From an optimization exercise on the open Yosys and OpenROAD flow, aimed at a short achievable clock period and few clock cycles; shortcuts taken in it are not production practice.
The RTL was checked by simulation tests, not by an equivalence proof against the original design.

`design/flow/run.sh`:
```
#!/bin/bash
# synth_recipe.tcl (not shown) runs the flow's synth.tcl, then flattens the netlist and writes it again
# the make line also repeats each setting of config.mk as NAME=value (left out here)
make -C /OpenROAD-flow-scripts/flow DESIGN_CONFIG=/design/flow/config.mk WORK_HOME=/design/flow/orfs CLKGATE_MAP_FILE= SYNTH_SCRIPT=/design/flow/synth_recipe.tcl finish
```
`design/flow/config.mk`:
```
export PLATFORM = sky130hd
export DESIGN_NAME = Pipeline_CPU
export DESIGN_NICKNAME = Pipeline_CPU
export VERILOG_FILES = /design/flow/design.v
export SDC_FILE = /design/flow/constraint.sdc
export NUM_CORES = 4
export LEC_CHECK = 0
export ABC_CLOCK_PERIOD_IN_PS = 2000
export CAP_MARGIN = 20
export CORE_MARGIN = 2
export CORE_UTILIZATION = 40
export PLACE_DENSITY = 0.6
export SETUP_SLACK_MARGIN = 4.6
export SLEW_MARGIN = 20
```
`design/flow/constraint.sdc`:
```
create_clock -name core_clock -period 7.0 [get_ports {clk_i}]
set_input_delay 1.4000 -clock core_clock [delete_from_list [all_inputs] [get_ports {clk_i}]]
set_output_delay 1.4000 -clock core_clock [all_outputs]
set_load 0.01 [all_outputs]
```
`design/flow/design.v`:
```
module Pipeline_CPU( clk_i, rst_n, imem_addr_o, imem_data_i,
                     dmem_addr_o, dmem_wdata_o, dmem_we_o, dmem_re_o, dmem_rdata_i );
input         clk_i;
input         rst_n;
output [15:0] imem_addr_o;
input  [15:0] imem_data_i;
output [15:0] dmem_addr_o;
output [15:0] dmem_wdata_o;
output        dmem_we_o;
output        dmem_re_o;
input  [15:0] dmem_rdata_i;
reg  [14:0] pc;           
reg  [14:0] pcq;          
reg         d_v;          
reg  [15:0] d_ir;
reg  [14:0] d_pcp;        
reg         d_pt;         
reg  [7:1]  d_rs, d_rt;   
reg  [7:1]  d_wd;         
reg  [15:0] e_a, e_b;     
reg  [7:0]  e_sel;        
reg         e_ld;
reg  [7:1]  e_wd;         
reg         e_br;
reg         e_inv;        
reg  [14:0] e_alt, e_alt1;  
reg  [15:0] m_addr, m_wdata;
reg         m_we, m_re;
reg  [15:0] rf [1:7];
wire        stall;
wire        mis;
wire [15:0] res;
wire [15:0] fi    = imem_data_i;
wire [2:0]  f_op  = fi[15:13];
wire        f_j   = (f_op == 3'd7);
wire        f_beq = (f_op == 3'd5);
wire        f_bne = (f_op == 3'd6);
wire        f_eqf = (fi[12:10] == fi[9:7]);
wire        f_pt  = (f_beq & (f_eqf | fi[6])) | (f_bne & ~f_eqf);
wire [7:0]  f_lo   = {1'b0, pcq[6:0]} + {1'b0, fi[6:0]};
wire [7:0]  f_lo1  = {1'b0, pcq[6:0]} + {1'b0, fi[6:0]} + 8'd1;
wire [7:0]  f_up   = pcq[14:7];
wire [7:0]  f_upp  = f_up + 8'd1;
wire [7:0]  f_upm  = f_up - 8'd1;
wire [7:0]  f_hi   = (fi[6] == f_lo[7])  ? f_up : (f_lo[7]  ? f_upp : f_upm);
wire [7:0]  f_hi1  = (fi[6] == f_lo1[7]) ? f_up : (f_lo1[7] ? f_upp : f_upm);
wire [14:0] f_bt   = {f_hi, f_lo[6:0]};
wire [14:0] f_bt1  = {f_hi1, f_lo1[6:0]};
wire [14:0] f_jt   = {pcq[14:13], fi[12:0]};
wire [13:0] f_jl1  = {1'b0, fi[12:0]} + 14'd1;
wire [1:0]  f_jh1  = f_jl1[13] ? (pcq[14:13] + 2'd1) : pcq[14:13];
wire [14:0] f_jt1  = {f_jh1, f_jl1[12:0]};
wire [14:0] f_inc  = pcq + 15'd1;
wire [14:0] f_npc  = f_j ? f_jt  : (f_pt ? f_bt  : pcq);
wire [14:0] f_npc1 = f_j ? f_jt1 : (f_pt ? f_bt1 : f_inc);
wire        f_r    = (f_op == 3'd0);
wire        f_wr   = (f_op == 3'd0) | (f_op == 3'd1) | (f_op == 3'd2) | (f_op == 3'd3);
wire [2:0]  f_dn   = f_r ? fi[6:4] : fi[9:7];
wire        f_urs  = (f_op != 3'd2) & ~f_j;                    
wire        f_urt  = f_r | (f_op == 3'd4) | f_beq | f_bne;     
wire [7:0]  f_rs1h = 8'd1 << fi[12:10];
wire [7:0]  f_rt1h = 8'd1 << fi[9:7];
wire [7:0]  f_wd1h = 8'd1 << f_dn;
always @(posedge clk_i or negedge rst_n) begin
    if (!rst_n) begin
        pc  <= 15'd0;
        pcq <= 15'd1;
        d_v <= 1'b0;
    end else if (mis) begin
        pc  <= e_alt;
        pcq <= e_alt1;
        d_v <= 1'b0;
    end else if (!stall) begin
        pc  <= f_npc;
        pcq <= f_npc1;
        d_v <= ~f_j;
    end
end
always @(posedge clk_i) begin
    if (!mis && !stall) begin
        d_ir  <= fi;
        d_pcp <= pcq;
        d_pt  <= f_pt;
        d_rs  <= f_urs ? f_rs1h[7:1] : 7'd0;
        d_rt  <= f_urt ? f_rt1h[7:1] : 7'd0;
        d_wd  <= f_wr  ? f_wd1h[7:1] : 7'd0;
    end
end
assign imem_addr_o = {pc, 1'b0};
wire [2:0] op = d_ir[15:13];
wire [3:0] fn = d_ir[3:0];
wire [15:0] sext = {{9{d_ir[6]}}, d_ir[6:0]};
wire is_r   = (op == 3'd0);
wire is_ai  = (op == 3'd1);
wire is_lui = (op == 3'd2);
wire is_lw  = (op == 3'd3);
wire is_sw  = (op == 3'd4);
wire is_br  = (op == 3'd5) | (op == 3'd6);
reg [15:0] rs_v, rt_v;
integer i;
always @(*) begin
    rs_v = 16'd0;
    rt_v = 16'd0;
    for (i = 1; i < 8; i = i + 1) begin
        rs_v = rs_v | ({16{d_rs[i]}} & rf[i]);
        rt_v = rt_v | ({16{d_rt[i]}} & rf[i]);
    end
end
wire hit_s = |(d_rs & e_wd);
wire hit_t = |(d_rt & e_wd);
assign stall = d_v & (is_lw | is_sw) & hit_s;
wire go = d_v & ~stall & ~mis;
reg [7:0] sel;
always @(*) begin
    sel = 8'd0;
    if (is_r) begin
        if (fn[3] == 1'b0) sel[fn[2:0]] = 1'b1;
    end else if (is_ai | is_lui)
        sel[0] = 1'b1;
end
wire [15:0] b_imm  = is_lui ? {1'b0, d_ir[6:0], 8'd0} : sext;
wire        b_isim = is_ai | is_lui;
wire [15:0] d_alt  = d_pt ? {1'b0, d_pcp} : ({1'b0, d_pcp} + sext);
wire [16:0] d_altx = {1'b0, d_pcp, 1'b1} + {sext, 1'b1};
wire [15:0] d_alt1 = d_pt ? ({1'b0, d_pcp} + 16'd1) : d_altx[16:1];
always @(posedge clk_i or negedge rst_n) begin
    if (!rst_n) begin
        e_wd <= 7'd0;
        e_br <= 1'b0;
        m_we <= 1'b0;
        m_re <= 1'b0;
    end else begin
        e_wd <= go ? d_wd : 7'd0;
        e_br <= go & is_br;
        m_we <= go & is_sw;
        m_re <= go & is_lw;
    end
end
always @(posedge clk_i) begin
    e_a    <= hit_s ? res : rs_v;
    e_b    <= b_isim ? b_imm : (hit_t ? res : rt_v);
    e_sel  <= sel;
    e_ld   <= is_lw;
    e_inv  <= op[1] ^ d_pt;
    e_alt  <= d_alt[14:0];
    e_alt1 <= d_alt1[14:0];
    m_addr  <= rs_v + sext;
    m_wdata <= hit_t ? res : rt_v;
end
wire [15:0] a = e_a;
wire [15:0] b = e_b;
wire [15:0] sum = a + b;
wire [15:0] dif = a - b;
wire        lt  = (a[15] ^ b[15]) ? a[15] : dif[15];
assign res = ({16{e_sel[0]}} & sum)
           | ({16{e_sel[1]}} & dif)
           | ({16{e_sel[2]}} & (a & b))
           | ({16{e_sel[3]}} & (a | b))
           | ({16{e_sel[4]}} & ~(a | b))
           | ({16{e_sel[5]}} & {15'd0, lt})
           | ({16{e_sel[6]}} & {b[14:0], 1'b0})
           | ({16{e_sel[7]}} & {1'b0, b[15:1]})
           | ({16{e_ld}}     & dmem_rdata_i);
assign mis = e_br & ((a == b) ^ e_inv);
always @(posedge clk_i or negedge rst_n) begin
    if (!rst_n) begin
        rf[1] <= 16'd0; rf[2] <= 16'd0; rf[3] <= 16'd0; rf[4] <= 16'd0;
        rf[5] <= 16'd0; rf[6] <= 16'd0; rf[7] <= 16'd0;
    end else begin
        for (i = 1; i < 8; i = i + 1)
            if (e_wd[i]) rf[i] <= res;
    end
end
assign dmem_addr_o  = m_addr;
assign dmem_wdata_o = m_wdata;
assign dmem_we_o    = m_we;
assign dmem_re_o    = m_re;
endmodule
```
==> results of run 1 <==
==> cells in the final DEF (no fill, tap or decap), types with 68 or more instances in the layout <==
master	count
nor2_1	242
buf_4	188
dfrtp_1	152
a21oi_1	106
a21oi_2	100
nand2_1	96
a22oi_1	92
buf_6	88
nand3_1	72
dfxtp_1	68
==> through the flow <==
| stage | setup slack, ns | instances | utilization |
|---|---|---|---|
| 2_1_floorplan | 2.76 | 2064 | - |
| 3_3_place_gp | 1.82 | 2620 | 0.444 |
| 3_5_place_dp | 1.73 | 2620 | 0.444 |
| 4_1_cts | 3.41 | 2894 | 0.539 |
| 5_1_grt | 3.24 | 2966 | 0.574 |
| 6_report | 3.37 | 2966 | 0.574 |
==> flip-flops by register name, indices dropped and copies added, names as in the netlist <==
signal and cells:
rf 112, e_a 16, e_b 16, m_addr 16, m_wdata 16, d_pcp 15
e_alt1 15, e_alt 15, pc 15, pcq 15, d_ir 10, e_sel 8
d_rs 7, d_rt 7, d_wd 7, e_wd 7, d_pt 1, d_v 1
e_br 1, e_inv 1, e_ld 1, m_re 1, m_we 1
==> worst paths after layout <==
kind,slack (ns),cells after the start,start,end
setup / recovery,3.37,15,e_b[9],rf[6][15]
hold / removal,0.44,2,e_alt1[4],pcq[4]
setup reg to reg,3.37,15,e_b[9],rf[6][15]
hold reg to reg,0.44,2,e_alt1[4],pcq[4]
max in group asynchronous,4.89,2,rst_n,pc[4]
min in group asynchronous,0.93,1,rst_n,rf[6][9]
==> per-layer routing <==
layer / global-route usage / wire length [um] / up-vias
li1: - / - / 8021
met2: 0.463 / 32800 / 967
met1: 0.366 / 27100 / 8754
met4: 0.143 / 3830 / 0
met5: 0 / 0 / -
met3: 0.0495 / 6020 / 229
==> final cells by class <==
type	count	area share
clock inverter	15	0.00618
clock buffer	55	0.0428
tap	600	0.0290
timing repair buffer	377	0.145
multi-input combinational	1520	0.477
inverter	95	0.0144
sequential	304	0.286
==> tightest hold or removal path, cell delays in order, from the launching register on <==
cell and delay [ns]:
dfxtp_1 0.30, nand2_1 0.05, o21ai_1 0.05
==> repair_timing <==
action                                  4_1_cts  5_1_grt
endpoints found under the setup margin      391      294
pin swaps                                   173      150
resized for setup                           633      245
setup buffers                               190       68
gates cloned                                 14        4
hold endpoints to repair                      0        0
==> Yosys cell counts, types with 5 or more instances <==
cell type,count,share of area
a211oi_1,26,0.011
a21o_1,32,0.013
a21oi_1,230,0.063
a221o_1,6,0.0033
a221oi_1,13,0.0063
a222oi_1,34,0.019
a22oi_1,99,0.041
a311oi_1,7,0.0034
a31oi_1,11,0.0038
and2_1,20,0.0069
and3_1,33,0.011
buf_1,14,0.0029
buf_2,9,0.0025
clkbuf_1,127,0.026
dfrtp_1,152,0.21
dfxtp_1,104,0.11
edfxtp_1,47,0.078
fa_1,7,0.0077
ha_1,97,0.067
inv_1,93,0.019
mux2i_1,35,0.019
nand2_1,102,0.021
nand2b_1,13,0.0045
nand3_1,85,0.023
nand4_1,13,0.0045
nor2_1,256,0.053
nor2b_1,12,0.0041
nor3_1,31,0.0085
nor3b_1,5,0.0021
nor4_1,9,0.0031
o211ai_1,10,0.0041
o21a_1,6,0.0025
o21ai_0,86,0.024
o21ai_1,13,0.0036
o21bai_1,14,0.0058
o221ai_1,6,0.0029
o22ai_1,5,0.0017
o31ai_1,5,0.0021
or2_2,10,0.0034
or3_1,12,0.0041
xnor2_1,50,0.024
xor2_1,42,0.020
==> cells by family (layout without fill, tap and decap cells) <==
logic type	Yosys count	after routing	share of synthesized area
simple gates	614	620	0.158
other cells	1	1	0.000207
flops	304	304	0.403
fa+ha+maj	104	104	0.0746
mux	43	43	0.0247
buf+inv	246	542	0.0517
compound gates	657	657	0.240
xor+xnor	95	95	0.0477
==> results.sh, run 1 <==
export IMPL_finalHoldViolCount=0
export IMPL_tightestPinTransition_ns=1.01
export IMPL_dieHeight_um=217
export IMPL_drc_errors=0
export IMPL_row_count=78
export IMPL_multi_input_comb_area_sq_um=12400
export IMPL_cts_made_buffers=38
export IMPL_place_area_sq_um=20000
export IMPL_fillers=3815
export IMPL_ctsHoldBuffers=0
export IMPL_setup_viol=0
export IMPL_wl_per_cell_um=23.5
export IMPL_synth_async_reset_ratio=0.503
export IMPL_firstDrtPassIters=8
export IMPL_cap_violations=0
export IMPL_cts_tree="yes"
export IMPL_synth_seq_cells=304
export IMPL_clock_sinks=304
export IMPL_drt_initial_drc_count=2107
export IMPL_critPathMaxStageDelay_ns=0.44
export IMPL_drive_gt1_frac=0.377
export IMPL_hold_class="reg -> reg"
export IMPL_ant_nets=0
export IMPL_grt_pass1_wl_um=104000
export IMPL_synth_area_per_cell_sq_um=8.80
export IMPL_cts_root_buffer="clkbuf_16"
export IMPL_ys_warnings_count=2
export IMPL_core_area_sq_um=45100
export IMPL_synth_area_sq_um=18200
export IMPL_cpMaxStageDelayCell="fa_2"
export IMPL_final_area_sq_um=25900
export IMPL_rsz0062_at_grt="yes"
export IMPL_vias_per_cell=6.06
export IMPL_path_clk_slew_ns=0.06
export IMPL_slew_violations=0
export IMPL_clock_path_buffers=3
export IMPL_critical_path_top_delay_family="compound AO/OA/AOI/OAI gates"
export IMPL_cp_end_kind="flip-flop"
export IMPL_whs_ns=0.435
export IMPL_tns_ns=0
export IMPL_port_buffers=82
export IMPL_slew_headroom=0.327
export IMPL_cp_num_buf_inv=2
export IMPL_period_needed_ns=3.63
export IMPL_die_w_um=217
export IMPL_fin_crit_sh=0.519
export IMPL_arrival_ns=4.07
export IMPL_fin_nets=2474
export IMPL_worstSkewPairLatency_ns=0.57
export IMPL_drt_total_wl_um=69700
export IMPL_regArea_sq_um=7410
export IMPL_place_congestion=0.899
export IMPL_n_antenna_cell=0
export IMPL_synthFlopType="dfrtp_1"
export IMPL_grt_overflow_total=0
export IMPL_antenna_found_initial=1
export IMPL_ctsHtreeMaxLevel=2
export IMPL_synth_edf_count=47
export IMPL_synthToLayoutAreaGrowth_pct=42.6
export IMPL_critPathKind="reg -> reg"
export IMPL_status="no timing/DRC/antenna violations"
export IMPL_grt_usage=0.285
export IMPL_grt_pass1_vias=17500
export IMPL_clock_skew_ns=0.0224
export IMPL_startpoint_type="flip-flop"
export IMPL_timing_fmax_ghz=0.275
export IMPL_syn_inst=2064
export IMPL_seq_area_frac_synth=0.403
export IMPL_worstPathCellList="inv_4 > ha_4 > or3_4 > or3_4 > a31o_4 > a21oi_4 > a21oi_2 > o21bai_2 > fa_2 > a22o_1 > a221oi_2 > nand3_1 > a21oi_4 > buf_8 > a21oi_1"
export IMPL_dieArea_sq_um=47100
export IMPL_synth_nets=2202
export IMPL_crit_fanout=8
export IMPL_start_util=0.403
export IMPL_cp_data_required_time_ns=7.44
export IMPL_vias=18000
export IMPL_ys_types=94
export IMPL_ios=84
export IMPL_grt_max_degree=99
export IMPL_dpl_hpwl_um=42100
Testbench counts, summed over its fixed seeds: cycles 17,747.
==> run 2: changes to the inputs <==
--- a/design/flow/design.v
+++ b/design/flow/design.v
@@ -1,2 +1,27 @@
+module ks_add #(parameter W = 16) (a, b, cin, s, cout);
+input  [W-1:0] a;
+input  [W-1:0] b;
+input          cin;
+output [W-1:0] s;
+output         cout;
+reg [W:0] G, P, Gn, Pn;
+integer i, d;
+always @(*) begin
+    G = {a & b, cin};
+    P = {a ^ b, 1'b0};
+    for (d = 1; d <= W; d = d * 2) begin
+        Gn = G;
+        Pn = P;
+        for (i = d; i <= W; i = i + 1) begin
+            Gn[i] = G[i] | (P[i] & G[i-d]);
+            Pn[i] = P[i] & P[i-d];
+        end
+        G = Gn;
+        P = Pn;
+    end
+end
+assign s    = (a ^ b) ^ G[W-1:0];
+assign cout = G[W];
+endmodule
 module Pipeline_CPU( clk_i, rst_n, imem_addr_o, imem_data_i,
                      dmem_addr_o, dmem_wdata_o, dmem_we_o, dmem_re_o, dmem_rdata_i );
@@ -38,9 +63,11 @@
 wire        f_eqf = (fi[12:10] == fi[9:7]);
 wire        f_pt  = (f_beq & (f_eqf | fi[6])) | (f_bne & ~f_eqf);
-wire [7:0]  f_lo   = {1'b0, pcq[6:0]} + {1'b0, fi[6:0]};
-wire [7:0]  f_lo1  = {1'b0, pcq[6:0]} + {1'b0, fi[6:0]} + 8'd1;
+wire [7:0]  f_lo, f_lo1;
 wire [7:0]  f_up   = pcq[14:7];
-wire [7:0]  f_upp  = f_up + 8'd1;
-wire [7:0]  f_upm  = f_up - 8'd1;
+wire [7:0]  f_upp, f_upm;
+ks_add #(7) u_flo  (.a(pcq[6:0]), .b(fi[6:0]), .cin(1'b0), .s(f_lo[6:0]),  .cout(f_lo[7]));
+ks_add #(7) u_flo1 (.a(pcq[6:0]), .b(fi[6:0]), .cin(1'b1), .s(f_lo1[6:0]), .cout(f_lo1[7]));
+ks_add #(8) u_fupp (.a(f_up), .b(8'h00), .cin(1'b1), .s(f_upp), .cout());
+ks_add #(8) u_fupm (.a(f_up), .b(8'hff), .cin(1'b0), .s(f_upm), .cout());
 wire [7:0]  f_hi   = (fi[6] == f_lo[7])  ? f_up : (f_lo[7]  ? f_upp : f_upm);
 wire [7:0]  f_hi1  = (fi[6] == f_lo1[7]) ? f_up : (f_lo1[7] ? f_upp : f_upm);
@@ -48,8 +75,10 @@
 wire [14:0] f_bt1  = {f_hi1, f_lo1[6:0]};
 wire [14:0] f_jt   = {pcq[14:13], fi[12:0]};
-wire [13:0] f_jl1  = {1'b0, fi[12:0]} + 14'd1;
-wire [1:0]  f_jh1  = f_jl1[13] ? (pcq[14:13] + 2'd1) : pcq[14:13];
+wire [13:0] f_jl1;
+ks_add #(13) u_fjl1 (.a(fi[12:0]), .b(13'd0), .cin(1'b1), .s(f_jl1[12:0]), .cout(f_jl1[13]));
+wire [1:0]  f_jh1  = f_jl1[13] ? {pcq[14] ^ pcq[13], ~pcq[13]} : pcq[14:13];
 wire [14:0] f_jt1  = {f_jh1, f_jl1[12:0]};
-wire [14:0] f_inc  = pcq + 15'd1;
+wire [14:0] f_inc;
+ks_add #(15) u_finc (.a(pcq), .b(15'd0), .cin(1'b1), .s(f_inc), .cout());
 wire [14:0] f_npc  = f_j ? f_jt  : (f_pt ? f_bt  : pcq);
 wire [14:0] f_npc1 = f_j ? f_jt1 : (f_pt ? f_bt1 : f_inc);
@@ -121,7 +150,12 @@
 wire [15:0] b_imm  = is_lui ? {1'b0, d_ir[6:0], 8'd0} : sext;
 wire        b_isim = is_ai | is_lui;
-wire [15:0] d_alt  = d_pt ? {1'b0, d_pcp} : ({1'b0, d_pcp} + sext);
-wire [16:0] d_altx = {1'b0, d_pcp, 1'b1} + {sext, 1'b1};
-wire [15:0] d_alt1 = d_pt ? ({1'b0, d_pcp} + 16'd1) : d_altx[16:1];
+wire [14:0] d_bt, d_bt1, d_inc;
+ks_add #(15) u_dbt  (.a(d_pcp), .b(sext[14:0]), .cin(1'b0), .s(d_bt),  .cout());
+ks_add #(15) u_dbt1 (.a(d_pcp), .b(sext[14:0]), .cin(1'b1), .s(d_bt1), .cout());
+ks_add #(15) u_dinc (.a(d_pcp), .b(15'd0),      .cin(1'b1), .s(d_inc), .cout());
+wire [14:0] d_alt  = d_pt ? d_pcp : d_bt;
+wire [14:0] d_alt1 = d_pt ? d_inc : d_bt1;
+wire [15:0] d_addr;
+ks_add #(16) u_agu  (.a(rs_v), .b(sext), .cin(1'b0), .s(d_addr), .cout());
 always @(posedge clk_i or negedge rst_n) begin
     if (!rst_n) begin
@@ -143,13 +177,14 @@
     e_ld   <= is_lw;
     e_inv  <= op[1] ^ d_pt;
-    e_alt  <= d_alt[14:0];
-    e_alt1 <= d_alt1[14:0];
-    m_addr  <= rs_v + sext;
+    e_alt  <= d_alt;
+    e_alt1 <= d_alt1;
+    m_addr  <= d_addr;
     m_wdata <= hit_t ? res : rt_v;
 end
 wire [15:0] a = e_a;
 wire [15:0] b = e_b;
-wire [15:0] sum = a + b;
-wire [15:0] dif = a - b;
+wire [15:0] sum, dif;
+ks_add #(16) u_sum (.a(a), .b(b),  .cin(1'b0), .s(sum), .cout());
+ks_add #(16) u_dif (.a(a), .b(~b), .cin(1'b1), .s(dif), .cout());
 wire        lt  = (a[15] ^ b[15]) ? a[15] : dif[15];
 assign res = ({16{e_sel[0]}} & sum)
==> run 2 against run 1 <==
Net effect: first-iteration DRC count shrank 14%; register-to-register slack improved by 0.26 ns; critical path depth is 2 higher; sequential cell count did not move; highest routed layer unchanged.
==> results.sh, run 2 <==
export IMPL_drc_errors=0
export IMPL_hold_class="reg -> reg"
export IMPL_status="no timing/DRC/antenna violations"
export IMPL_ant_nets=0
export IMPL_ys_warnings_count=7
export IMPL_synth_seq_cells=304
export IMPL_slew_violations=0
export IMPL_synth_area_sq_um=17800
export IMPL_dieHeight_um=215
export IMPL_synth_most_common_cell="a21oi_1"
export IMPL_critPathLaunch="e_b[9]"
export IMPL_synth_nets=2142
export IMPL_finalHoldViolCount=0
export IMPL_synth_edf_count=47
export IMPL_synth_top_cell_area_share=0.214
export IMPL_critPathKind="reg -> reg"
export IMPL_grt_util_met3=0.0391
export IMPL_top_register="rf"
export IMPL_grt_pass1_wl_um=101000
export IMPL_seq_area_frac_synth=0.412
export IMPL_grt_usage=0.282
export IMPL_synthSimpleGateAreaFrac=0.152
export IMPL_antenna_found_initial=2
export IMPL_ctsHoldBuffers=0
export IMPL_vias_per_cell=6.01
export IMPL_synthFlopType="dfrtp_1"
export IMPL_dpl_hpwl_um=42400
export IMPL_startpoint_type="flip-flop"
export IMPL_slew_headroom=0.346
export IMPL_crit_fanout=2
export IMPL_yosys_area_share_adder=0.0724
export IMPL_row_count=77
export IMPL_drive_gt1_frac=0.320
export IMPL_reg2reg_depth=17
export IMPL_yosysTopAreaCell="dfrtp_1"
export IMPL_cap_violations=0
export IMPL_path_clk_slew_ns=0.06
export IMPL_cts_root_buffer="clkbuf_16"
export IMPL_fin_nets=2362
export IMPL_grt_busiest_layer="met2"
export IMPL_clock_path_buffers=3
export IMPL_fin_crit_sh=0.482
export IMPL_fin_ws_ns=3.62
export IMPL_die_w_um=215
export IMPL_grt_pass1_vias=17100
export IMPL_synthTopCellsByCount="a21oi_1 (244), nor2_1 (219), dfrtp_1 (152), nand2_1 (125), clkbuf_1 (110)"
export IMPL_whs_ns=0.394
export IMPL_synth_top_family_by_area="compound AO/OA/AOI/OAI gates"
export IMPL_r2r_start="e_b[9]"
export IMPL_endpoint="e_b[0]"
export IMPL_ys_types=92
export IMPL_synthMuxAreaShare=0.0167
export IMPL_fillers=3889
export IMPL_cts_tree="yes"
export IMPL_final_common_cell="nor2_1"
export IMPL_period_needed_ns=3.38
export IMPL_grt_max_degree=81
export IMPL_place_area_sq_um=19600
export IMPL_final_cell_mix="nor2_1 (207), a21oi_1 (175), buf_4 (172)"
export IMPL_grt_overflow_total=0
export IMPL_ios=84
export IMPL_cts_made_buffers=35
export IMPL_port_buffers=82
export IMPL_place_congestion=0.901
export IMPL_firstDrtPassIters=7
export IMPL_dieArea_sq_um=46100
export IMPL_ctsHtreeMaxLevel=2
export IMPL_final_area_sq_um=24200
export IMPL_synthToLayoutAreaGrowth_pct=36.4
export IMPL_min_from="e_alt1[0]"
export IMPL_gr_usage_met1=0.350
export IMPL_start_util=0.403
export IMPL_timing_fmax_ghz=0.296
export IMPL_wl_per_cell_um=23.7
export IMPL_synth_area_leaders="dfrtp_1 (21%), dfxtp_1 (12%), edfxtp_1 (7.9%), a21oi_1 (6.9%), ha_1 (6.6%)"
export IMPL_yosys_area_share_xor_xnor=0.0493
export IMPL_rsz0062_at_grt="yes"
export IMPL_n_antenna_cell=0
export IMPL_worstSkewPairLatency_ns=0.55
export IMPL_cp_end_kind="flip-flop"
export IMPL_clock_skew_ns=0.0242
export IMPL_syn_inst=2009
export IMPL_cp_data_required_time_ns=7.40
export IMPL_drt_total_wl_um=67400
export IMPL_reg2reg_slack_ns=3.62
export IMPL_largest_reg_flops=112
export IMPL_vias=17100
export IMPL_synth_async_reset_ratio=0.503
export IMPL_use_met2=0.477
export IMPL_preCtsSetupSlack_ns=2.52
export IMPL_synth_compound_area_frac=0.248
export IMPL_core_area_sq_um=44000
export IMPL_clock_sinks=304
export IMPL_tns_ns=0
export IMPL_setup_viol=0
export IMPL_tightestPinTransition_ns=0.980
export IMPL_drt_initial_drc_count=1804
export IMPL_rr_endpoint="e_b[0]"
export IMPL_arrival_ns=3.77
export IMPL_synth_area_per_cell_sq_um=8.84
==> run 2: cell types whose count changed after synthesis, moves of 10 or more <==
cell	delta
a211oi_1	-17
a21oi_1	+14
a31oi_1	+10
and2_1	-11
clkbuf_1	-17
inv_1	-11
mux2i_1	-11
nand2_1	+23
nor2_1	-37
o211ai_1	+14
==> run 2: worst min path at each step <==
stage / cells after the start / end
5_1_grt: 2 / pcq[0]
6_report: 2 / pcq[0]
4_1_cts: 2 / pcq[0]
3_5_place_dp: 2 / pcq[0]
3_3_place_gp: 2 / pcq[0]
2_1_floorplan: 2 / pcq[0]
==> run 2: cell families (layout without fill, tap and decap cells) <==
| kind of cell | count (synthesis) | count (layout) |
|---|---|---|
| AOI/OAI and AO/OA | 666 | 666 |
| xor gates and xnor gates | 100 | 100 |
| adders and majority gates | 100 | 100 |
| buffers and inverters | 226 | 472 |
| DFF | 304 | 304 |
| muxes | 29 | 29 |
| other | 1 | 1 |
| and+or+nand+nor | 583 | 583 |
==> run 2: through the flow <==
stage | instances | utilization
floorplan | 2009 | -
global placement | 2571 | 0.446
detailed placement | 2571 | 0.446
CTS | 2785 | 0.523
global route | 2847 | 0.551
finish | 2847 | 0.551
==> run 2: worst max-delay path, cell delays in order, from the launching register on <==
cell,delay [ns]
dfxtp_2,0.33
inv_2,0.05
ha_4,0.24
or4_4,0.56
a2111oi_4,0.22
o21ai_2,0.11
nand3_2,0.10
a21boi_2,0.07
o21ai_2,0.15
a21oi_2,0.08
fa_2,0.37
a221oi_2,0.22
o2111a_2,0.27
nand2_2,0.07
o21ai_2,0.07
inv_2,0.05
a22oi_1,0.16
o22ai_1,0.09
==> run 2: routing by layer <==
layer / vias up / part of all wire
met2: 797 / 0.48
met3: 189 / 0.072
li1: 7762 / -
met1: 8373 / 0.39
met4: 0 / 0.057
met5: - / 0
==> run 2: final cells by class <==
cell class / instances / area (sq um) / area share
Multi-Input combinational cell: 1479 / 11400 / 0.469
Clock buffer: 46 / 1010 / 0.0417
Timing Repair Buffer: 322 / 3150 / 0.130
Tap cell: 592 / 741 / 0.0306
Inverter: 85 / 353 / 0.0146
Clock inverter: 17 / 178 / 0.00733
Timing Repair inverter: 2 / 32.5 / 0.00134
Sequential cell: 304 / 7400 / 0.305
==> run 2: what timing repair did <==
| action | CTS | global route |
|---|---|---|
| endpoints found under the setup margin | 411 | 280 |
| resized for setup | 568 | 144 |
| buffers inserted | 142 | 57 |
| pin swaps | 84 | 69 |
| gates cloned | 9 | 5 |
Testbench counts of run 2, summed over its fixed seeds: cycles 17,747.
==> run 3: changes to the inputs <==
==> design/flow/flow/run.sh (new file) <==
#!/bin/bash
# Standard synthesis, then the combinational logic re-mapped by ABC for
# delay (registers untouched), then the standard layout from floorplan on.
set -euo pipefail
R=$PWD/orfs/results/$FLOW_PLATFORM/Pipeline_CPU/base
LIB=$FLOW_HOME/platforms/$FLOW_PLATFORM/lib/sky130_fd_sc_hd__tt_025C_1v80.lib

bash standard.sh $R/1_2_yosys.v > synth.log 2>&1
cp $R/1_2_yosys.v $PWD/std_synth.v
sed -e "s|@LIB@|$LIB|g" -e "s|@IN@|$PWD/std_synth.v|" -e "s|@OUT@|$R/1_2_yosys.v|" \
    -e "s|@TOP@|$FLOW_TOP|" -e "s|@ABC@|$PWD/flow/remap.abc|" flow/remap.ys.in > remap.ys
yosys -q -l remap.log remap.ys > remap.out 2>&1
bash standard.sh > layout.log 2>&1
==> design/flow/flow/remap.abc (new file) <==
strash
dch -f
map -D 1500
topo
buffer -p
upsize -D 1500
dnsize -D 1500
stime -p
==> design/flow/flow/remap.ys.in (new file) <==
# Re-map the combinational logic of the standard synthesis for delay.
# Flip-flops and tie cells stay the instances the standard synthesis made.
read_liberty -ignore_miss_func @LIB@
blackbox sky130_fd_sc_hd__df* sky130_fd_sc_hd__edf* sky130_fd_sc_hd__conb_1 sky130_fd_sc_hd__sdf* sky130_fd_sc_hd__dl*
read_verilog @IN@
hierarchy -top @TOP@
flatten
opt_clean
stat
abc -liberty @LIB@ -dont_use sky130_fd_sc_hd__lpflow_bleeder_1 -dont_use sky130_fd_sc_hd__lpflow_clkbufkapwr_1 -dont_use sky130_fd_sc_hd__lpflow_clkbufkapwr_16 -dont_use sky130_fd_sc_hd__lpflow_clkbufkapwr_2 -dont_use sky130_fd_sc_hd__lpflow_clkbufkapwr_4 -dont_use sky130_fd_sc_hd__lpflow_clkbufkapwr_8 -dont_use sky130_fd_sc_hd__lpflow_clkinvkapwr_1 -dont_use sky130_fd_sc_hd__lpflow_clkinvkapwr_16 -dont_use sky130_fd_sc_hd__lpflow_clkinvkapwr_2 -dont_use sky130_fd_sc_hd__lpflow_clkinvkapwr_4 -dont_use sky130_fd_sc_hd__lpflow_clkinvkapwr_8 -dont_use sky130_fd_sc_hd__lpflow_decapkapwr_12 -dont_use sky130_fd_sc_hd__lpflow_decapkapwr_3 -dont_use sky130_fd_sc_hd__lpflow_decapkapwr_4 -dont_use sky130_fd_sc_hd__lpflow_decapkapwr_6 -dont_use sky130_fd_sc_hd__lpflow_decapkapwr_8 -dont_use sky130_fd_sc_hd__lpflow_inputiso0n_1 -dont_use sky130_fd_sc_hd__lpflow_inputiso0p_1 -dont_use sky130_fd_sc_hd__lpflow_inputiso1n_1 -dont_use sky130_fd_sc_hd__lpflow_inputiso1p_1 -dont_use sky130_fd_sc_hd__lpflow_inputisolatch_1 -dont_use sky130_fd_sc_hd__lpflow_isobufsrc_1 -dont_use sky130_fd_sc_hd__lpflow_isobufsrc_16 -dont_use sky130_fd_sc_hd__lpflow_isobufsrc_2 -dont_use sky130_fd_sc_hd__lpflow_isobufsrc_4 -dont_use sky130_fd_sc_hd__lpflow_isobufsrc_8 -dont_use sky130_fd_sc_hd__lpflow_isobufsrckapwr_16 -dont_use sky130_fd_sc_hd__lpflow_lsbuf_lh_hl_isowell_tap_1 -dont_use sky130_fd_sc_hd__lpflow_lsbuf_lh_hl_isowell_tap_2 -dont_use sky130_fd_sc_hd__lpflow_lsbuf_lh_hl_isowell_tap_4 -dont_use sky130_fd_sc_hd__lpflow_lsbuf_lh_isowell_4 -dont_use sky130_fd_sc_hd__lpflow_lsbuf_lh_isowell_tap_1 -dont_use sky130_fd_sc_hd__lpflow_lsbuf_lh_isowell_tap_2 -dont_use sky130_fd_sc_hd__lpflow_lsbuf_lh_isowell_tap_4 -dont_use sky130_fd_sc_hd__probe_p_8 -dont_use sky130_fd_sc_hd__probec_p_8  -script @ABC@
opt_clean -purge
read_liberty -lib -ignore_redef @LIB@
hilomap -singleton -hicell sky130_fd_sc_hd__conb_1 HI -locell sky130_fd_sc_hd__conb_1 LO
insbuf -buf sky130_fd_sc_hd__buf_4 A X
splitnets
opt_clean -purge
stat -liberty @LIB@
check -assert -mapped
write_verilog -noattr -nohex -nodec @OUT@
==> design/flow/standard.sh (new file) <==
#!/bin/bash
# synth_recipe.tcl (not shown) runs the flow's synth.tcl, then flattens the netlist and writes it again
# the make line also repeats each setting of config.mk as NAME=value (left out here)
make -C /OpenROAD-flow-scripts/flow DESIGN_CONFIG=/design/flow/config.mk WORK_HOME=/design/flow/orfs CLKGATE_MAP_FILE= SYNTH_SCRIPT=/design/flow/synth_recipe.tcl "${@:-finish}"
removed: design/flow/run.sh
==> run 3 against run 2 <==
Net effect: design area rose by 3.4%; largest cell class unchanged; clock-buffer cell count rose by 3; sequential cell count did not move; critical path type unchanged.
==> results.sh, run 3 <==
export IMPL_largest_reg_flops=112
export IMPL_timing_fmax_ghz=0.358
export IMPL_grt_max_degree=83
export IMPL_synthToLayoutAreaGrowth_pct=47.5
export IMPL_vias=19000
export IMPL_ios=84
export IMPL_cap_violations=0
export IMPL_firstDrtPassIters=6
export IMPL_start_util=0.405
export IMPL_dpl_hpwl_um=44500
export IMPL_port_buffers=82
export IMPL_drc_errors=0
export IMPL_tns_ns=0
export IMPL_antenna_found_initial=0
export IMPL_cts_made_buffers=36
export IMPL_die_w_um=210
export IMPL_core_area_sq_um=41900
export IMPL_drt_total_wl_um=73500
export IMPL_fin_util=0.597
export IMPL_hold_class="reg -> reg"
export IMPL_crit_fanout=7
export IMPL_startpoint_type="flip-flop"
export IMPL_grt_pass1_vias=17700
export IMPL_ctsHtreeMaxLevel=2
export IMPL_arrival_ns=3.25
export IMPL_grt_usage=0.315
export IMPL_min_from="e_alt1[3]"
export IMPL_status="no timing/DRC/antenna violations"
export IMPL_synth_area_per_cell_sq_um=7.61
export IMPL_vias_per_cell=5.94
export IMPL_synth_nets=2267
export IMPL_period_needed_ns=2.79
export IMPL_path_clk_slew_ns=0.06
export IMPL_dieArea_sq_um=44100
export IMPL_top_register="rf"
export IMPL_r2r_start="pcq[0]"
export IMPL_grt_pass1_wl_um=107000
export IMPL_cts_tree="yes"
export IMPL_cp_data_required_time_ns=7.46
export IMPL_grt_overflow_total=0
export IMPL_drive_gt1_frac=0.377
export IMPL_fin_nets=2667
export IMPL_drt_initial_drc_count=2039
export IMPL_regArea_sq_um=7400
export IMPL_slew_headroom=0.391
export IMPL_worstSkewPairLatency_ns=0.54
export IMPL_ys_warnings_count=7
export IMPL_critPathLaunch="pcq[0]"
export IMPL_final_cell_mix="nand2_1 (394), buf_4 (253), inv_1 (180)"
export IMPL_finalHoldViolCount=0
export IMPL_clock_skew_ns=0.0257
export IMPL_wl_per_cell_um=23.0
export IMPL_slew_violations=0
export IMPL_fin_crit_sh=0.399
export IMPL_setup_viol=0
export IMPL_multi_input_comb_area_sq_um=10900
export IMPL_cp_end_kind="flip-flop"
export IMPL_row_count=75
export IMPL_clock_sinks=304
export IMPL_syn_inst=2233
export IMPL_critPathKind="reg -> reg"
export IMPL_dieHeight_um=210
export IMPL_cts_root_buffer="clkbuf_16"
export IMPL_rsz0062_at_grt="yes"
export IMPL_placed_cells_incl_taps=2809
export IMPL_stdcell_count=3200
export IMPL_ant_nets=0
export IMPL_synth_area_sq_um=17000
export IMPL_tightestPinTransition_ns=0.909
export IMPL_fillers=3539
export IMPL_place_congestion=0.960
export IMPL_clock_path_buffers=3
export IMPL_n_antenna_cell=0
export IMPL_final_common_cell="nand2_1"
## run 3: per-layer routing
metal | routed length [um] | global-route usage | vias up
met5 | 0 | 0 | -
met4 | 5430 | 0.184 | 0
met3 | 7150 | 0.0599 | 340
met2 | 32500 | 0.494 | 1140
met1 | 28400 | 0.408 | 9006
li1 | - | - | 8531
## run 3: final timing paths
kind                            endpoint  depth (start not counted)  slack [ns]
worst max-delay path             pcq[11]                         13        4.21
worst min-delay path              pcq[3]                          2        0.44
worst max register to register   pcq[11]                         13        4.21
worst min register to register    pcq[3]                          2        0.44
max in group asynchronous       rf[5][7]                          2        4.88
min in group asynchronous       rf[6][5]                          1        0.94
## run 3: repair_timing
action,CTS,global route
gates cloned,18,3
hold buffers,0,0
gates resized for setup,759,333
setup buffers,188,116
endpoints found under the setup margin,412,285
pin swaps,166,166
## run 3: metrics by stage
| step | cell area [sq um] | hold WS (ns) | worst slack, ns |
|---|---|---|---|
| 6_report | 25100 | 0.439 | 4.21 |
| 4_1_cts | 22900 | 0.444 | 4.28 |
| 5_1_grt | 25100 | 0.460 | 4.04 |
| 3_5_place_dp | 18600 | 0.438 | 2.44 |
| 3_3_place_gp | 18600 | 0.439 | 2.50 |
| 2_1_floorplan | 17300 | 0.414 | 3.98 |
## run 3: cell type report
cell class | instances | share of cell area
clock buffer | 49 | 0.0412
timing repair inverter | 12 | 0.00519
inverter | 257 | 0.0461
multi-input combinational | 1614 | 0.433
tap | 539 | 0.0269
timing repair buffer | 408 | 0.146
sequential | 304 | 0.295
clock inverter | 17 | 0.00594
## run 3: critical path, stage by stage, from the launching register on
cell and delay [ns]:
dfstp_2 0.61, nand2_1 0.12, nor2_2 0.22, nand2_1 0.10, nor2_1 0.27, nand2_1 0.19, nor2_1 0.25, nor2_4 0.08
inv_1 0.11, nand2_1 0.11, inv_2 0.11, a22oi_2 0.08, o311ai_1 0.34, o2bb2ai_2 0.13
==> run 4: changes to the inputs <==
==> design/flow/flow/remap.abc (replaced) <==
strash
dch -f
map -D 800
topo
buffer -p
upsize -D 800
dnsize -D 800
stime -p
==> run 4 against run 3 <==
Net effect: utilization down 2.7 points; synthesized cell count increased by 2.6%; register-to-register slack improved by 0.22 ns; largest cell class unchanged; design area fell by 2.1%; sequential cell count did not move; synthesized area up 2.1%; via count is 0.31% higher; die area up 2.0%; routed wire length grew 1.4%; clock skew increased by 0.0099 ns.
==> results.sh, run 4 <==
export IMPL_critPathMaxStageDelay_ns=0.23
export IMPL_start_util=0.403
export IMPL_tightestPinTransition_ns=1.10
export IMPL_vias_per_cell=5.97
export IMPL_setup_viol=0
export IMPL_ctsHtreeMaxLevel=2
export IMPL_fin_util=0.570
export IMPL_clock_sinks=304
export IMPL_status="no timing/DRC/antenna violations"
export IMPL_crit_fanout=6
export IMPL_ios=84
export IMPL_reg2reg_slack_ns=4.43
export IMPL_row_count=76
export IMPL_cp_end_kind="flip-flop"
export IMPL_dieArea_sq_um=45000
export IMPL_fin_nets=2620
export IMPL_min_from="e_alt1[2]"
export IMPL_drc_errors=0
export IMPL_ctsHoldBuffers=0
export IMPL_grt_busiest_layer="met2"
export IMPL_hold_class="reg -> reg"
export IMPL_ys_warnings_count=7
export IMPL_largest_reg_flops=112
export IMPL_grt_max_degree=90
export IMPL_cts_root_buffer="clkbuf_16"
export IMPL_dpl_hpwl_um=47700
export IMPL_arrival_ns=3.11
export IMPL_grt_util_met3=0.0544
export IMPL_cts_made_buffers=36
export IMPL_reg2reg_depth=13
export IMPL_core_area_sq_um=43000
export IMPL_synthToLayoutAreaGrowth_pct=41.4
export IMPL_hold_end="pcq[2]"
export IMPL_tns_ns=0
export IMPL_whs_ns=0.439
export IMPL_grt_pass1_wl_um=109000
export IMPL_place_congestion=0.965
export IMPL_period_needed_ns=2.69
export IMPL_cp_num_buf_inv=2
export IMPL_worstSkewPairLatency_ns=0.57
export IMPL_ant_nets=0
export IMPL_place_area_sq_um=19100
export IMPL_firstDrtPassIters=9
export IMPL_port_buffers=82
export IMPL_use_met2=0.514
export IMPL_rsz0062_at_grt="yes"
export IMPL_synth_area_sq_um=17300
export IMPL_gr_usage_met1=0.420
export IMPL_fillers=3844
export IMPL_path_clk_slew_ns=0.06
export IMPL_slew_headroom=0.263
export IMPL_grt_usage=0.319
export IMPL_die_w_um=212
export IMPL_fin_crit_sh=0.385
export IMPL_antenna_found_initial=0
export IMPL_multi_input_comb_area_sq_um=11200
export IMPL_finalHoldViolCount=0
export IMPL_critPathKind="in -> reg"
export IMPL_critPathLaunch="imem_data_i[1]"
export IMPL_startpoint_type="input pin"
export IMPL_rr_endpoint="d_rs[7]"
export IMPL_drive_gt1_frac=0.324
export IMPL_wl_per_cell_um=23.3
export IMPL_r2r_start="e_b[7]"
export IMPL_final_cell_mix="nand2_1 (443), nor2_1 (177), inv_1 (165)"
export IMPL_drt_initial_drc_count=2125
export IMPL_cap_violations=0
export IMPL_regArea_sq_um=7400
export IMPL_syn_inst=2291
export IMPL_grt_pass1_vias=18100
export IMPL_clock_path_buffers=3
export IMPL_crit_top_cell="nand2_2"
export IMPL_slew_violations=0
export IMPL_synth_nets=2325
export IMPL_clock_skew_ns=0.0356
export IMPL_final_area_sq_um=24500
export IMPL_cts_tree="yes"
export IMPL_n_antenna_cell=0
export IMPL_hold_depth=2
export IMPL_grt_overflow_total=0
export IMPL_dieHeight_um=212
export IMPL_final_common_cell="nand2_1"
export IMPL_critical_path_top_delay_family="simple AND/OR/NAND/NOR gates"
export IMPL_cpMaxStageDelayCell="nand4_1"
export IMPL_worstPathCellList="buf_12 > nand2_8 > o211ai_1 > nand2_1 > nand2_2 > nand2_2 > nand4_1 > nand2_2 > nand3_2 > o211ai_4 > nor2_2 > buf_4 > o21ai_2 > o22ai_1"
export IMPL_top_register="rf"
export IMPL_drt_total_wl_um=74500
export IMPL_timing_fmax_ghz=0.371
export IMPL_cp_data_required_time_ns=7.42
export IMPL_vias=19100
export IMPL_synth_area_per_cell_sq_um=7.57
-- run 4: worst max path at each step --
stage / slack, ns / depth (start not counted) / end
global route: 4.23 / 16 / pcq[10]
finish: 4.31 / 14 / pcq[13]
global placement: 2.56 / 9 / pcq[12]
CTS: 4.39 / 14 / pcq[13]
floorplan: 4.15 / 9 / pcq[11]
detailed placement: 2.55 / 9 / pcq[12]
-- run 4: through the flow --
step	cells	worst slack, ns
final	3197	4.31
after global routing	3197	4.23
after CTS	3118	4.39
after detailed placement	2920	2.55
after global placement	2920	2.56
after floorplan	2291	4.15
-- run 4: worst register-to-register path, stage by stage, from the launching register on --
cell and delay, ns:
dfxtp_4 0.40, inv_4 0.05, nand2_4 0.08, nand4_1 0.23, nor4_4 0.35, buf_4 0.19
nand4_1 0.12, buf_6 0.17, nand3_4 0.10, buf_12 0.15, nand2_8 0.08, buf_16 0.18
buf_12 0.15, clkinv_8 0.05
-- run 4: area by class of cell --
class,count,share of cell area
Sequential cell,304,0.302
Clock inverter,14,0.00582
Multi-Input combinational cell,1711,0.456
Timing Repair Buffer,303,0.117
Tap cell,585,0.0299
Clock buffer,50,0.0427
Inverter,220,0.0401
Timing Repair inverter,10,0.00638
-- run 4: what timing repair did --
item,in CTS,in global routing
setup endpoints to repair,404,276
pin swaps,115,120
buffers inserted,122,70
gates cloned,12,9
resized for setup,624,368
-- run 4: metal layers --
layer,wire [um],up-vias
met5,0,-
met4,4120,0
met1,29800,9126
met2,33900,1017
li1,-,8671
met3,6610,262
==> run 5: changes to the inputs <==
--- a/design/flow/design.v
+++ b/design/flow/design.v
@@ -36,5 +36,4 @@
 input  [15:0] dmem_rdata_i;
 reg  [14:0] pc;           
-reg  [14:0] pcq;          
 reg         d_v;          
 reg  [15:0] d_ir;
@@ -46,12 +45,15 @@
 reg  [7:0]  e_sel;        
 reg         e_ld;
-reg  [7:1]  e_wd;         
-reg         e_br;
+reg  [7:1]  e_wd_q;       
+reg         e_br_q;
+reg         e_kill;       
+wire [7:1]  e_wd = e_kill ? 7'd0 : e_wd_q;
+wire        e_br = e_br_q & ~e_kill;
 reg         e_inv;        
-reg  [14:0] e_alt, e_alt1;  
+reg  [14:0] e_alt;        
 reg  [15:0] m_addr, m_wdata;
 reg         m_we, m_re;
 reg  [15:0] rf [1:7];
-wire        stall;
+reg         stall;        
 wire        mis;
 wire [15:0] res;
@@ -63,24 +65,16 @@
 wire        f_eqf = (fi[12:10] == fi[9:7]);
 wire        f_pt  = (f_beq & (f_eqf | fi[6])) | (f_bne & ~f_eqf);
-wire [7:0]  f_lo, f_lo1;
+wire [14:0] pcq;
+ks_add #(15) u_finc (.a(pc), .b(15'd0), .cin(1'b1), .s(pcq), .cout());
+wire [7:0]  f_lo;
 wire [7:0]  f_up   = pcq[14:7];
 wire [7:0]  f_upp, f_upm;
 ks_add #(7) u_flo  (.a(pcq[6:0]), .b(fi[6:0]), .cin(1'b0), .s(f_lo[6:0]),  .cout(f_lo[7]));
-ks_add #(7) u_flo1 (.a(pcq[6:0]), .b(fi[6:0]), .cin(1'b1), .s(f_lo1[6:0]), .cout(f_lo1[7]));
 ks_add #(8) u_fupp (.a(f_up), .b(8'h00), .cin(1'b1), .s(f_upp), .cout());
 ks_add #(8) u_fupm (.a(f_up), .b(8'hff), .cin(1'b0), .s(f_upm), .cout());
 wire [7:0]  f_hi   = (fi[6] == f_lo[7])  ? f_up : (f_lo[7]  ? f_upp : f_upm);
-wire [7:0]  f_hi1  = (fi[6] == f_lo1[7]) ? f_up : (f_lo1[7] ? f_upp : f_upm);
 wire [14:0] f_bt   = {f_hi, f_lo[6:0]};
-wire [14:0] f_bt1  = {f_hi1, f_lo1[6:0]};
 wire [14:0] f_jt   = {pcq[14:13], fi[12:0]};
-wire [13:0] f_jl1;
-ks_add #(13) u_fjl1 (.a(fi[12:0]), .b(13'd0), .cin(1'b1), .s(f_jl1[12:0]), .cout(f_jl1[13]));
-wire [1:0]  f_jh1  = f_jl1[13] ? {pcq[14] ^ pcq[13], ~pcq[13]} : pcq[14:13];
-wire [14:0] f_jt1  = {f_jh1, f_jl1[12:0]};
-wire [14:0] f_inc;
-ks_add #(15) u_finc (.a(pcq), .b(15'd0), .cin(1'b1), .s(f_inc), .cout());
 wire [14:0] f_npc  = f_j ? f_jt  : (f_pt ? f_bt  : pcq);
-wire [14:0] f_npc1 = f_j ? f_jt1 : (f_pt ? f_bt1 : f_inc);
 wire        f_r    = (f_op == 3'd0);
 wire        f_wr   = (f_op == 3'd0) | (f_op == 3'd1) | (f_op == 3'd2) | (f_op == 3'd3);
@@ -93,19 +87,16 @@
 always @(posedge clk_i or negedge rst_n) begin
     if (!rst_n) begin
-        pc  <= 15'd0;
-        pcq <= 15'd1;
-        d_v <= 1'b0;
+        pc     <= 15'd0;
+        d_v    <= 1'b0;
     end else if (mis) begin
-        pc  <= e_alt;
-        pcq <= e_alt1;
-        d_v <= 1'b0;
+        pc     <= e_alt;
+        d_v    <= 1'b0;
     end else if (!stall) begin
-        pc  <= f_npc;
-        pcq <= f_npc1;
-        d_v <= ~f_j;
+        pc     <= f_npc;
+        d_v    <= ~f_j;
     end
 end
 always @(posedge clk_i) begin
-    if (!mis && !stall) begin
+    if (!stall) begin
         d_ir  <= fi;
         d_pcp <= pcq;
@@ -138,5 +129,11 @@
 wire hit_s = |(d_rs & e_wd);
 wire hit_t = |(d_rt & e_wd);
-assign stall = d_v & (is_lw | is_sw) & hit_s;
+wire f_mem = (f_op == 3'd3) | (f_op == 3'd4);
+always @(posedge clk_i or negedge rst_n) begin
+    if (!rst_n)
+        stall <= 1'b0;
+    else
+        stall <= ~mis & ~stall & d_v & f_mem & |(f_rs1h[7:1] & d_wd);
+end
 wire go = d_v & ~stall & ~mis;
 reg [7:0] sel;
@@ -150,21 +147,20 @@
 wire [15:0] b_imm  = is_lui ? {1'b0, d_ir[6:0], 8'd0} : sext;
 wire        b_isim = is_ai | is_lui;
-wire [14:0] d_bt, d_bt1, d_inc;
+wire [14:0] d_bt;
 ks_add #(15) u_dbt  (.a(d_pcp), .b(sext[14:0]), .cin(1'b0), .s(d_bt),  .cout());
-ks_add #(15) u_dbt1 (.a(d_pcp), .b(sext[14:0]), .cin(1'b1), .s(d_bt1), .cout());
-ks_add #(15) u_dinc (.a(d_pcp), .b(15'd0),      .cin(1'b1), .s(d_inc), .cout());
 wire [14:0] d_alt  = d_pt ? d_pcp : d_bt;
-wire [14:0] d_alt1 = d_pt ? d_inc : d_bt1;
 wire [15:0] d_addr;
 ks_add #(16) u_agu  (.a(rs_v), .b(sext), .cin(1'b0), .s(d_addr), .cout());
 always @(posedge clk_i or negedge rst_n) begin
     if (!rst_n) begin
-        e_wd <= 7'd0;
-        e_br <= 1'b0;
+        e_wd_q <= 7'd0;
+        e_br_q <= 1'b0;
+        e_kill <= 1'b0;
         m_we <= 1'b0;
         m_re <= 1'b0;
     end else begin
-        e_wd <= go ? d_wd : 7'd0;
-        e_br <= go & is_br;
+        e_wd_q <= (d_v & ~stall) ? d_wd : 7'd0;
+        e_br_q <= d_v & ~stall & is_br;
+        e_kill <= mis;
         m_we <= go & is_sw;
         m_re <= go & is_lw;
@@ -178,5 +174,4 @@
     e_inv  <= op[1] ^ d_pt;
     e_alt  <= d_alt;
-    e_alt1 <= d_alt1;
     m_addr  <= d_addr;
     m_wdata <= hit_t ? res : rt_v;
==> run 5 against run 4 <==
Net effect: final cell count shrank 11%; global-route usage shrank 2.8 points; via count fell by 12%; critical path type is now reg -> out; critical path depth is 13 lower; clock-buffer cell count is 3 lower; register-to-register slack improved by 0.09 ns; die area fell by 9.5%; utilization decreased by 2.8 points.
==> results.sh, run 5 <==
export IMPL_reg2reg_slack_ns=4.52
export IMPL_fin_crit_sh=0.367
export IMPL_grt_pass1_vias=15700
export IMPL_status="no timing/DRC/antenna violations"
export IMPL_ctsHoldBuffers=0
export IMPL_fin_nets=2347
export IMPL_synth_area_per_cell_sq_um=7.62
export IMPL_cts_root_buffer="clkbuf_16"
export IMPL_dieHeight_um=202
export IMPL_place_congestion=0.953
export IMPL_ant_nets=0
export IMPL_critPathKind="reg -> out"
export IMPL_hold_class="reg -> reg"
export IMPL_drc_errors=0
export IMPL_core_area_sq_um=38600
export IMPL_top_register="rf"
export IMPL_reg2reg_depth=12
export IMPL_port_buffers=82
export IMPL_clock_sinks=276
export IMPL_wl_per_cell_um=21.9
export IMPL_timing_fmax_ghz=0.389
export IMPL_fin_util=0.542
export IMPL_finalHoldViolCount=0
export IMPL_worstPathCellList="buf_2"
export IMPL_dpl_hpwl_um=40900
export IMPL_hold_end="pc[8]"
export IMPL_period_needed_ns=2.57
export IMPL_critPathMaxStageDelay_ns=0.42
export IMPL_cts_tree="yes"
export IMPL_row_count=72
export IMPL_drt_initial_drc_count=1806
export IMPL_clock_path_buffers=3
export IMPL_hold_depth=2
export IMPL_worstSkewPairLatency_ns=0.60
export IMPL_grt_overflow_total=0
export IMPL_drt_total_wl_um=62500
export IMPL_cpMaxStageDelayCell="dfrtp_1"
export IMPL_vias_per_cell=5.88
export IMPL_cp_end_kind="primary output"
export IMPL_r2r_start="d_rs[2]"
export IMPL_synth_nets=2091
export IMPL_ios=84
export IMPL_antenna_found_initial=0
export IMPL_cp_data_required_time_ns=5.60
export IMPL_grt_pass1_wl_um=91600
export IMPL_cp_num_buf_inv=1
export IMPL_start_util=0.406
export IMPL_crit_fanout=1
export IMPL_tightestPinTransition_ns=0.794
export IMPL_clock_skew_ns=0.0308
export IMPL_startpoint_type="flip-flop"
export IMPL_slew_headroom=0.457
export IMPL_synthToLayoutAreaGrowth_pct=33.7
export IMPL_arrival_ns=1.17
export IMPL_min_from="e_alt[8]"
export IMPL_ys_warnings_count=6
export IMPL_final_cell_mix="nand2_1 (394), inv_1 (216), nor2_1 (178)"
export IMPL_ctsHtreeMaxLevel=1
export IMPL_vias=16800
export IMPL_rr_endpoint="m_addr[10]"
export IMPL_syn_inst=2057
export IMPL_grt_usage=0.291
export IMPL_final_common_cell="nand2_1"
export IMPL_critical_path_top_delay_family="flip-flops"
export IMPL_slew_violations=0
export IMPL_rsz0062_at_grt="yes"
export IMPL_die_w_um=202
export IMPL_tns_ns=0
export IMPL_setup_viol=0
export IMPL_cts_made_buffers=30
export IMPL_dieArea_sq_um=40800
export IMPL_path_clk_slew_ns=0.06
export IMPL_n_antenna_cell=0
export IMPL_drive_gt1_frac=0.276
export IMPL_cap_violations=0
export IMPL_grt_max_degree=77
export IMPL_firstDrtPassIters=10
export IMPL_largest_reg_flops=112
export IMPL_synth_area_sq_um=15700
[run 5: final cells by class]
cell class | instances | area [sq um]
clock buffers | 47 | 937
clock inverters | 9 | 114
fillers | 3541 | 17700
inverters | 247 | 988
multi-input cells | 1485 | 9060
flip-flops and latches | 276 | 6780
well taps | 518 | 648
repair buffers | 272 | 2430
repair inverters | 1 | 7.51
[run 5: worst max-delay path by stage]
stage | start | endpoint | slack (ns) | depth (start not counted)
after floorplan | imem_data_i[0] | pc[8] | 4.29 | 12
after global placement | imem_data_i[11] | pc[11] | 3.14 | 11
after detailed placement | imem_data_i[6] | pc[11] | 3.10 | 10
after CTS | dmem_rdata_i[4] | e_b[4] | 4.41 | 9
after global routing | pc[9] | imem_addr_o[10] | 4.41 | 1
final | m_re | dmem_re_o | 4.43 | 1
[run 5: repair_timing]
action	4_1_cts	5_1_grt
buffers inserted	95	64
endpoints found under the hold margin	0	0
endpoints found under the setup margin	231	282
pin swaps	72	96
gates resized for setup	445	271
gates cloned	3	3
[run 5: layer usage]
metal	up-vias	global-route usage	wire length, um
met5	-	0	0
met3	196	0.0547	6230
met2	935	0.451	27700
li1	7682	-	-
met1	7972	0.390	25100
met4	0	0.143	3490
[run 5: through the flow]
stage | hold WS (ns) | setup slack, ns | cell area, sq um | std cells
after detailed placement | 0.459 | 3.10 | 17300 | 2634
after global routing | 0.506 | 4.41 | 21000 | 2855
final | 0.478 | 4.43 | 21000 | 2855
after floorplan | 0.419 | 4.29 | 15800 | 2057
after CTS | 0.483 | 4.41 | 19500 | 2788
after global placement | 0.446 | 3.14 | 17300 | 2634
Testbench counts of run 5, summed over its fixed seeds: cycles 17,747.
==> run 6: changes to the inputs <==
--- a/design/flow/config.mk
+++ b/design/flow/config.mk
@@ -10,4 +10,6 @@
 export CORE_MARGIN = 2
 export CORE_UTILIZATION = 40
+export CTS_CLUSTER_DIAMETER = 90
+export CTS_CLUSTER_SIZE = 24
 export PLACE_DENSITY = 0.6
 export SETUP_SLACK_MARGIN = 4.6
==> run 6 against run 5 <==
Net effect: first-iteration DRC count decreased by 5.6%; largest cell class unchanged; via count is 1.1% higher; critical endpoint is now imem_addr_o[15]; still clean.
==> results.sh, run 6 <==
export IMPL_fin_crit_sh=0.363
export IMPL_slew_headroom=0.398
export IMPL_cts_made_buffers=17
export IMPL_ctsHtreeMaxLevel=1
export IMPL_hold_depth=2
export IMPL_min_from="e_alt[8]"
export IMPL_largest_reg_flops=112
export IMPL_critPathLaunch="pc[14]"
export IMPL_ant_nets=0
export IMPL_rsz0062_at_grt="yes"
export IMPL_dieHeight_um=202
export IMPL_drt_total_wl_um=62900
export IMPL_grt_pass1_vias=15700
export IMPL_start_util=0.406
export IMPL_r2r_start="d_rs[2]"
export IMPL_critPathMaxStageDelay_ns=0.44
export IMPL_dieArea_sq_um=40800
export IMPL_die_w_um=202
export IMPL_synthToLayoutAreaGrowth_pct=31.9
export IMPL_ctsHoldBuffers=0
export IMPL_dpl_hpwl_um=40900
export IMPL_top_register="rf"
export IMPL_worstSkewPairLatency_ns=0.54
export IMPL_grt_usage=0.291
export IMPL_cp_end_kind="primary output"
export IMPL_ios=84
export IMPL_arrival_ns=1.14
export IMPL_clock_path_buffers=3
export IMPL_tns_ns=0
export IMPL_final_common_cell="nand2_1"
export IMPL_worstPathCellList="buf_2"
export IMPL_antenna_found_initial=0
export IMPL_critPathKind="reg -> out"
export IMPL_n_antenna_cell=0
export IMPL_cp_num_buf_inv=1
export IMPL_timing_fmax_ghz=0.393
export IMPL_path_depth=1
export IMPL_clock_skew_ns=0.0242
export IMPL_fin_nets=2351
export IMPL_cpMaxStageDelayCell="dfrtp_1"
export IMPL_setup_viol=0
export IMPL_cts_root_buffer="clkbuf_16"
export IMPL_crit_fanout=3
export IMPL_hold_class="reg -> reg"
export IMPL_grt_overflow_total=0
export IMPL_regArea_sq_um=6780
export IMPL_fillers=3569
export IMPL_wl_per_cell_um=22.1
export IMPL_drt_initial_drc_count=1705
export IMPL_synth_area_per_cell_sq_um=7.62
export IMPL_startpoint_type="flip-flop"
export IMPL_firstDrtPassIters=6
export IMPL_vias=17000
export IMPL_status="no timing/DRC/antenna violations"
export IMPL_grt_max_degree=77
export IMPL_path_clk_slew_ns=0.10
export IMPL_cp_data_required_time_ns=5.60
export IMPL_grt_pass1_wl_um=91800
export IMPL_finalHoldViolCount=0
export IMPL_critical_path_top_delay_family="flip-flops"
export IMPL_core_area_sq_um=38600
export IMPL_period_needed_ns=2.54
export IMPL_place_congestion=0.953
export IMPL_cts_tree="yes"
export IMPL_final_cell_mix="nand2_1 (399), inv_1 (214), nor2_1 (178)"
export IMPL_drc_errors=0
export IMPL_synth_nets=2091
export IMPL_slew_violations=0
export IMPL_row_count=72
export IMPL_ys_warnings_count=6
export IMPL_multi_input_comb_area_sq_um=9160
export IMPL_clock_sinks=276
export IMPL_synth_area_sq_um=15700
export IMPL_vias_per_cell=5.96
export IMPL_tightestPinTransition_ns=0.901
export IMPL_drive_gt1_frac=0.280
export IMPL_reg2reg_depth=15
export IMPL_syn_inst=2057
export IMPL_port_buffers=82
export IMPL_cap_violations=0
## run 6: cell type report
| cell class | instances | share of cell area |
|---|---|---|
| multi-input combinational | 1486 | 0.443 |
| sequential | 276 | 0.328 |
| timing repair buffer | 288 | 0.123 |
| inverter | 247 | 0.0481 |
| tap | 518 | 0.0314 |
| clock buffer | 21 | 0.0223 |
| clock inverter | 9 | 0.00393 |
| timing repair inverter | 1 | 0.000363 |
## run 6: metrics by stage
stage	utilization	cell area [sq um]	worst slack (ns)	instances	hold slack [ns]
after global routing	0.535	20700	4.40	2846	0.502
after floorplan	-	15800	4.29	2057	0.419
final	0.535	20700	4.46	2846	0.473
after global placement	0.447	17300	3.14	2634	0.446
after detailed placement	0.447	17300	3.10	2634	0.459
after CTS	0.499	19300	4.45	2777	0.479
## run 6: final timing paths
kind | end | slack, ns
min in group asynchronous | rf[3][1] | 0.92
hold reg to reg | pc[8] | 0.47
setup / recovery | imem_addr_o[15] | 4.46
hold / removal | pc[8] | 0.47
setup reg to reg | m_addr[8] | 4.50
max in group asynchronous | rf[7][12] | 4.97
## run 6: per-layer routing
metal,part of all wire,vias to the layer above,global-route usage
li1,-,7689,-
met1,0.40,8038,0.391
met2,0.44,1024,0.452
met3,0.096,225,0.0508
met4,0.065,0,0.145
met5,0,-,0
## run 6: repair_timing
item / CTS / global route
resized for setup: 491 / 260
endpoints found under the setup margin: 249 / 269
buffers inserted: 110 / 66
pin swaps: 80 / 119
cloned: 3 / 3
## run 6: worst reg2reg max path, delay by kind of cell, from the launching register on
family,cells,cell delay (ns)
XOR/XNOR,1,0.22
AO/OA/AOI/OAI,1,0.24
buffers and inverters,4,0.59
flip-flops,1,0.54
AND/OR/NAND/NOR,9,0.83

-- port drivers added, routing unchanged --
No port has a modelled driver above. Below, the same layouts with a new extraction and two added sets of constraints. Step 1, drivers: a clkbuf_16 drives clk_i and a buf_2 each remaining input, both assumed. Step 2 also shifts input and output timing later by t, the mid clock arrival at the registers, as if the neighbouring blocks saw the same clock. Slacks: ideal ports / drivers / drivers and shift; pairs: ideal ports / drivers.
run | t (ns) | setup slack, ns | hold slack, ns
run 1 | 0.621 | 3.366 / 3.366 / 2.786 | 0.435 / 0.435 / 0.435
run 2 | 0.592 | 3.624 / 3.624 / 3.506 | 0.394 / 0.394 / 0.394
run 3 | 0.589 | 4.210 / 4.210 / 3.638 | 0.439 / 0.439 / 0.439
run 4 | 0.607 | 4.306 / 4.304 / 3.697 | 0.439 / 0.439 / 0.439
run 5 | 0.643 | 4.432 / 4.372 / 3.924 | 0.478 / 0.478 / 0.478
run 6 | 0.583 | 4.457 / 4.400 / 3.911 | 0.473 / 0.473 / 0.473
After both steps setup and hold are still met in every run listed. The setup slack of run 4, which loses most, moves by -0.002 ns with the drivers and by -0.609 ns with both steps.
